This design comes from an exercise in tuning for small area and a short achievable clock period on the open sky130 flow, not from production work.
At most, simulation tests tie the RTL to the original design; equivalence was not proved.
Power is estimated from default activity; no workload was simulated.

==> lagoon <==
==> flow/design.v (excerpt) <==
module fifo
#(
parameter DATA_WIDTH = 8,
parameter ADDR_WIDTH = 6
)(
input                          rst_n,
input                          clk,
input                          push,
input                          pop,
input      [DATA_WIDTH -1 : 0] data_in,
output reg [DATA_WIDTH -1 : 0] data_out,
output reg                     empty,
output                         full,
output     [DATA_WIDTH -1 : 0] fifo_counter
);
==> module fifo, before the edit <==
module fifo
#(
parameter DATA_WIDTH = 8,
parameter ADDR_WIDTH = 6
)(
input                          rst_n,
input                          clk,
input                          push,
input                          pop,
input      [DATA_WIDTH -1 : 0] data_in,
output reg [DATA_WIDTH -1 : 0] data_out,
output reg                     empty,
output                         full,
output     [DATA_WIDTH -1 : 0] fifo_counter
);
reg [ADDR_WIDTH : 0]    cnt;
reg [7:0]               sel_lo;		 
reg [7:0]               sel_hi;		 
reg [DATA_WIDTH -1 : 0] buf_mem[63:0];
assign full         = cnt[ADDR_WIDTH];
assign fifo_counter = {1'b0, cnt};
wire do_push = push & ~cnt[ADDR_WIDTH];
wire do_pop  = pop & ~empty;
wire inc     = do_push & ~do_pop;
wire [7:0] lo_cur = 8'd1 << cnt[2:0];
wire dec     = do_pop & ~do_push;
always @(posedge clk or posedge rst_n)
	if (rst_n) begin
		cnt   <= 0;
		empty <= 1'b1;
		sel_hi <= 8'd1;
	end else begin
		if (inc) begin
			cnt <= cnt + 1'b1;
			if (lo_cur[7]) sel_hi <= {sel_hi[6:0], sel_hi[7]};
		end else if (dec) begin
			cnt <= cnt - 1'b1;
			if (lo_cur[0]) sel_hi <= {sel_hi[0], sel_hi[7:1]};
		end
		empty <= (empty & ~push) | ((cnt == 1) & pop & ~push);
	end
wire [7:0] lo_inc = {lo_cur[6:0], lo_cur[7]};
wire [7:0] lo_dec = {lo_cur[0], lo_cur[7:1]};
wire [7:0] lo_10 = full  ? lo_cur : lo_inc;
wire [7:0] lo_01 = empty ? lo_cur : lo_dec;
wire [7:0] lo_11 = empty ? lo_inc : (full ? lo_dec : lo_cur);
always @(posedge clk) begin
	sel_lo <= push ? (pop ? lo_11 : lo_10) : (pop ? lo_01 : lo_cur);
end
reg [DATA_WIDTH -1 : 0] grp[7:0];
reg [DATA_WIDTH -1 : 0] rd;
integer a, b;
always @* begin
	for (a = 0; a < 8; a = a + 1) begin
		grp[a] = 0;
		for (b = 0; b < 8; b = b + 1)
			grp[a] = grp[a] | ({DATA_WIDTH{sel_lo[b]}} & buf_mem[(8*a + b + 63) % 64]);
	end
	rd = 0;
	for (a = 0; a < 8; a = a + 1)
		rd = rd | ({DATA_WIDTH{sel_hi[a]}} & grp[a]);
end
always @(posedge clk or posedge rst_n)
	if (rst_n)
		data_out <= 0;
	else if (do_pop)
		data_out <= rd;
integer i;
always @(posedge clk)
	if (do_push) begin
		buf_mem[0] <= data_in;
		for (i = 1; i < 64; i = i + 1)
			buf_mem[i] <= buf_mem[i-1];
	end
endmodule
==> flow/config.mk <==
export PLATFORM = sky130hd
export DESIGN_NAME = fifo
export DESIGN_NICKNAME = fifo
export VERILOG_FILES = /design/flow/design.v
export SDC_FILE = /design/flow/constraint.sdc
export NUM_CORES = 4
export LEC_CHECK = 0
export CAP_MARGIN = 20
export CORE_MARGIN = 2
export CORE_UTILIZATION = 65
export CTS_BUF_LIST = sky130_fd_sc_hd__clkbuf_4 sky130_fd_sc_hd__clkbuf_8
export CTS_CLUSTER_DIAMETER = 60
export CTS_CLUSTER_SIZE = 15
export PLACE_DENSITY = 0.75
export SETUP_SLACK_MARGIN = 0.9
export SLEW_MARGIN = 20
==> flow/constraint.sdc <==
create_clock -name core_clock -period 2.8 [get_ports {clk}]
set_input_delay 0.5600 -clock core_clock [delete_from_list [all_inputs] [get_ports {clk}]]
set_output_delay 0.5600 -clock core_clock [all_outputs]
set_load 0.01 [all_outputs]
standard.sh (not shown) runs the stock make flow with config.mk's settings and CLKGATE_MAP_FILE= SYNTH_SCRIPT=/design/flow/synth_recipe.tcl, a recipe that flattens the netlist after the stock synthesis.
==> flow/flow/run.sh <==
#!/bin/bash
# Standard ORFS layout with fast port buffers (buf_4) instead of the
# default choice, and a clock tree without dummy loads.
set -euo pipefail
bash standard.sh "BUFFER_PORTS_ARGS=-buffer_cell sky130_fd_sc_hd__buf_4" \
  "CTS_ARGS=-sink_clustering_enable -repair_clock_nets -sink_clustering_size 20 -sink_clustering_max_diameter 50 -buf_list {sky130_fd_sc_hd__clkbuf_4 sky130_fd_sc_hd__clkbuf_8} -dont_use_dummy_load" \
  finish > standard.log 2>&1
==> indigo: changes against lagoon <==
==> flow/design.v (replaced) <==
module fifo
#(
parameter DATA_WIDTH = 8,
parameter ADDR_WIDTH = 6
)(
input                          rst_n,
input                          clk,
input                          push,
input                          pop,
input      [DATA_WIDTH -1 : 0] data_in,
output reg [DATA_WIDTH -1 : 0] data_out,
output reg                     empty,
output                         full,
output     [DATA_WIDTH -1 : 0] fifo_counter
);
reg [ADDR_WIDTH -1 : 0] tail;
reg [ADDR_WIDTH -1 : 0] head;
reg [ADDR_WIDTH : 0]    cnt;
reg [DATA_WIDTH -1 : 0] buf_mem[63:0];
assign full         = cnt[ADDR_WIDTH];
assign fifo_counter = {1'b0, cnt};
wire do_push = push & ~cnt[ADDR_WIDTH];
wire do_pop  = pop & ~empty;
always @(posedge clk or posedge rst_n)
	if (rst_n) begin
		cnt   <= 0;
		empty <= 1'b1;
	end else begin
		if (do_push & ~do_pop)
			cnt <= cnt + 1'b1;
		else if (do_pop & ~do_push)
			cnt <= cnt - 1'b1;
		empty <= (empty & ~push) | ((cnt == 1) & pop & ~push);
	end
always @(posedge clk or posedge rst_n)
	if (rst_n)
		data_out <= 0;
	else if (do_pop)
		data_out <= buf_mem[tail];
always @(posedge clk)
	if (do_push)
		buf_mem[head] <= data_in;
always @(posedge clk or posedge rst_n)
	if (rst_n) begin
		head <= 0;
		tail <= 0;
	end else begin
		if (do_push) head <= head + 1'b1;
		if (do_pop)  tail <= tail + 1'b1;
	end
endmodule
==> flow/run.sh (new file) <==
#!/bin/bash
# synth_recipe.tcl (not shown) runs the flow's synth.tcl, then flattens the netlist and writes it again
# the make line also repeats each setting of config.mk as NAME=value (left out here)
make -C /OpenROAD-flow-scripts/flow DESIGN_CONFIG=/design/flow/config.mk WORK_HOME=/design/flow/orfs CLKGATE_MAP_FILE= SYNTH_SCRIPT=/design/flow/synth_recipe.tcl finish
Settings changed: CORE_UTILIZATION 65 to 40, CTS_BUF_LIST sky130_fd_sc_hd__clkbuf_4 sky130_fd_sc_hd__clkbuf_8 to default, CTS_CLUSTER_DIAMETER 60 to default, CTS_CLUSTER_SIZE 15 to default, PLACE_DENSITY 0.75 to default, SETUP_SLACK_MARGIN 0.9 to default.
removed: flow/flow/run.sh
removed: flow/standard.sh
==> yarrow: changes against lagoon <==
--- a/flow/design.v
+++ b/flow/design.v
@@ -23,5 +23,4 @@
 wire do_pop  = pop & ~empty;
 wire inc     = do_push & ~do_pop;
-wire [7:0] lo_cur = 8'd1 << cnt[2:0];
 wire dec     = do_pop & ~do_push;
 always @(posedge clk or posedge rst_n)
@@ -29,22 +28,26 @@
 		cnt   <= 0;
 		empty <= 1'b1;
-		sel_hi <= 8'd1;
 	end else begin
-		if (inc) begin
+		if (inc)
 			cnt <= cnt + 1'b1;
-			if (lo_cur[7]) sel_hi <= {sel_hi[6:0], sel_hi[7]};
-		end else if (dec) begin
+		else if (dec)
 			cnt <= cnt - 1'b1;
-			if (lo_cur[0]) sel_hi <= {sel_hi[0], sel_hi[7:1]};
-		end
 		empty <= (empty & ~push) | ((cnt == 1) & pop & ~push);
 	end
+wire [7:0] lo_cur = 8'd1 << cnt[2:0];
+wire [7:0] hi_cur = 8'd1 << cnt[5:3];
 wire [7:0] lo_inc = {lo_cur[6:0], lo_cur[7]};
 wire [7:0] lo_dec = {lo_cur[0], lo_cur[7:1]};
+wire [7:0] hi_inc = lo_cur[7] ? {hi_cur[6:0], hi_cur[7]} : hi_cur;
+wire [7:0] hi_dec = lo_cur[0] ? {hi_cur[0], hi_cur[7:1]} : hi_cur;
 wire [7:0] lo_10 = full  ? lo_cur : lo_inc;
 wire [7:0] lo_01 = empty ? lo_cur : lo_dec;
 wire [7:0] lo_11 = empty ? lo_inc : (full ? lo_dec : lo_cur);
+wire [7:0] hi_10 = full  ? hi_cur : hi_inc;
+wire [7:0] hi_01 = empty ? hi_cur : hi_dec;
+wire [7:0] hi_11 = empty ? hi_inc : (full ? hi_dec : hi_cur);
 always @(posedge clk) begin
 	sel_lo <= push ? (pop ? lo_11 : lo_10) : (pop ? lo_01 : lo_cur);
+	sel_hi <= push ? (pop ? hi_11 : hi_10) : (pop ? hi_01 : hi_cur);
 end
 reg [DATA_WIDTH -1 : 0] grp[7:0];
Settings changed: SETUP_SLACK_MARGIN 0.9 to 1.1.
==> cedar: changes against lagoon <==
--- a/flow/design.v
+++ b/flow/design.v
@@ -23,29 +23,23 @@
 wire do_pop  = pop & ~empty;
 wire inc     = do_push & ~do_pop;
-wire [7:0] lo_cur = 8'd1 << cnt[2:0];
 wire dec     = do_pop & ~do_push;
 always @(posedge clk or posedge rst_n)
 	if (rst_n) begin
-		cnt   <= 0;
-		empty <= 1'b1;
+		cnt    <= 0;
+		empty  <= 1'b1;
+		sel_lo <= 8'd1;
 		sel_hi <= 8'd1;
 	end else begin
 		if (inc) begin
-			cnt <= cnt + 1'b1;
-			if (lo_cur[7]) sel_hi <= {sel_hi[6:0], sel_hi[7]};
+			cnt    <= cnt + 1'b1;
+			sel_lo <= {sel_lo[6:0], sel_lo[7]};
+			if (sel_lo[7]) sel_hi <= {sel_hi[6:0], sel_hi[7]};
 		end else if (dec) begin
-			cnt <= cnt - 1'b1;
-			if (lo_cur[0]) sel_hi <= {sel_hi[0], sel_hi[7:1]};
+			cnt    <= cnt - 1'b1;
+			sel_lo <= {sel_lo[0], sel_lo[7:1]};
+			if (sel_lo[0]) sel_hi <= {sel_hi[0], sel_hi[7:1]};
 		end
 		empty <= (empty & ~push) | ((cnt == 1) & pop & ~push);
 	end
-wire [7:0] lo_inc = {lo_cur[6:0], lo_cur[7]};
-wire [7:0] lo_dec = {lo_cur[0], lo_cur[7:1]};
-wire [7:0] lo_10 = full  ? lo_cur : lo_inc;
-wire [7:0] lo_01 = empty ? lo_cur : lo_dec;
-wire [7:0] lo_11 = empty ? lo_inc : (full ? lo_dec : lo_cur);
-always @(posedge clk) begin
-	sel_lo <= push ? (pop ? lo_11 : lo_10) : (pop ? lo_01 : lo_cur);
-end
 reg [DATA_WIDTH -1 : 0] grp[7:0];
 reg [DATA_WIDTH -1 : 0] rd;
==> comparison <==
Of yarrow and lagoon, yarrow has the higher wire length (gap 0.96%, measured against lagoon).
The highest core utilization belongs to yarrow, the lowest to indigo.
The lowest power belongs to cedar, the highest to indigo.
Between lagoon and cedar, the lower sequential share of layout area is in lagoon (gap 1.4 points).
Combinational power, highest first: indigo, yarrow, lagoon, cedar.
The highest non-clock buffer count belongs to indigo, the lowest to cedar.
In cedar the synthesized cell count is lower than in indigo, by about 2.5%.
In flip-flop and latch count, lagoon and yarrow do not differ.
In cedar the clock skew is lower than in yarrow, by 0.047 ns.
==> figures <==
|  | lagoon | cedar | indigo | yarrow |
|---|---|---|---|---|
| Cell internal power dissipation | 14.32 mW | 12.98 mW | 16.83 mW | 14.76 mW |
| Inverters, non-clock | 11 | 9 | 6 | 9 |
| Sequential power | 12.2 mW | 12.3 mW | 9.91 mW | 12.0 mW |
| Count of cells along the worst register-to-register path | 8 | 5 | 6 | 6 |
| Post-route worst setup slack | 0.8891 ns | 0.9214 ns | 0.2418 ns | 0.8966 ns |
| Capturing element of the worst setup path | cnt[6]$_DFFE_PP0P_ | data_out[7]$_DFFE_PP0P_ | data_out[0]$_DFFE_PP0P_ | sel_hi[5]$_DFF_P_ |
| Layout clock buffer count | 41 | 40 | 78 | 40 |
| Number of standard cells in the final layout excluding fillers | 1572 | 1512 | 1988 | 1632 |
| Detail Route met2 WL | 20480 um | 19930 um | 23260 um | 21060 um |
| Critical register-to-register path startpoint | empty$_DFF_PP1_ | sel_lo[5]$_DFFE_PP0P_ | tail[1]$_DFFE_PP0P_ | empty$_DFF_PP1_ |
| Leakage power of the design | 6.808 nW | 6.604 nW | 8.256 nW | 7.225 nW |
| Result of the run | complete, no violations | complete, no violations | complete, no violations | complete, no violations |
| Final cell utilization of the core | 71.40% | 70.62% | 47.65% | 73.69% |
| Final period util | 68.25% | 67.09% | 91.37% | 67.98% |
| Initial standard-cell utilization of the core | 65.96% | 65.50% | 40.51% | 66.20% |
| Worst Path Required | 3.25 ns | 3.23 ns | 3.29 ns | 3.25 ns |
| Final hold slack | 0.08240 ns | 0.09841 ns | 0.3448 ns | 0.1433 ns |
| Total global routing track utilization | 26.27% | 26.86% | 18.40% | 26.72% |
| Worst setup slack for register-to-register paths | 0.89 ns | 0.92 ns | 0.24 ns | 0.90 ns |
| Area of the core | 0.03059 mm2 | 0.03043 mm2 | 0.05255 mm2 | 0.03067 mm2 |
Only the layout flow was run in lagoon, indigo and yarrow; the RTL was not checked for function there.

==> what the ideal ports hide <==
In the flow no input, the clock included, has a driving cell. The finished layouts below were timed again as built, in two steps.
Step 1 (the two cells are an assumption about what drives the block):
set clk [get_ports {clk}]
set_driving_cell -lib_cell sky130_fd_sc_hd__clkbuf_16 $clk
set_driving_cell -lib_cell sky130_fd_sc_hd__buf_2 [delete_from_list [all_inputs] $clk]
Step 2 adds t to the input delays and takes it off the output delays; t is the mean of the earliest and latest rising clock arrival at the registers after step 1. Input paths then give back, and output paths get back, about the clock's delay inside the block.
Slacks: no drivers / after step 1 / after step 2; pairs: no drivers / after step 1.
run | t, ns | setup WS [ns] | worst setup path after step 2
lagoon | 0.615 | 0.889 / 0.889 / 0.541 | input to register
indigo | 0.645 | 0.242 / 0.242 / -0.041 | input to register
yarrow | 0.618 | 0.897 / 0.897 / 0.454 | input to register
cedar | 0.606 | 0.921 / 0.921 / 0.712 | input to register
With both steps, setup timing fails in indigo, where it was met with ideal ports. For yarrow, which loses most, drivers alone change the setup slack by 0.000 ns; drivers and shift together by -0.443 ns.
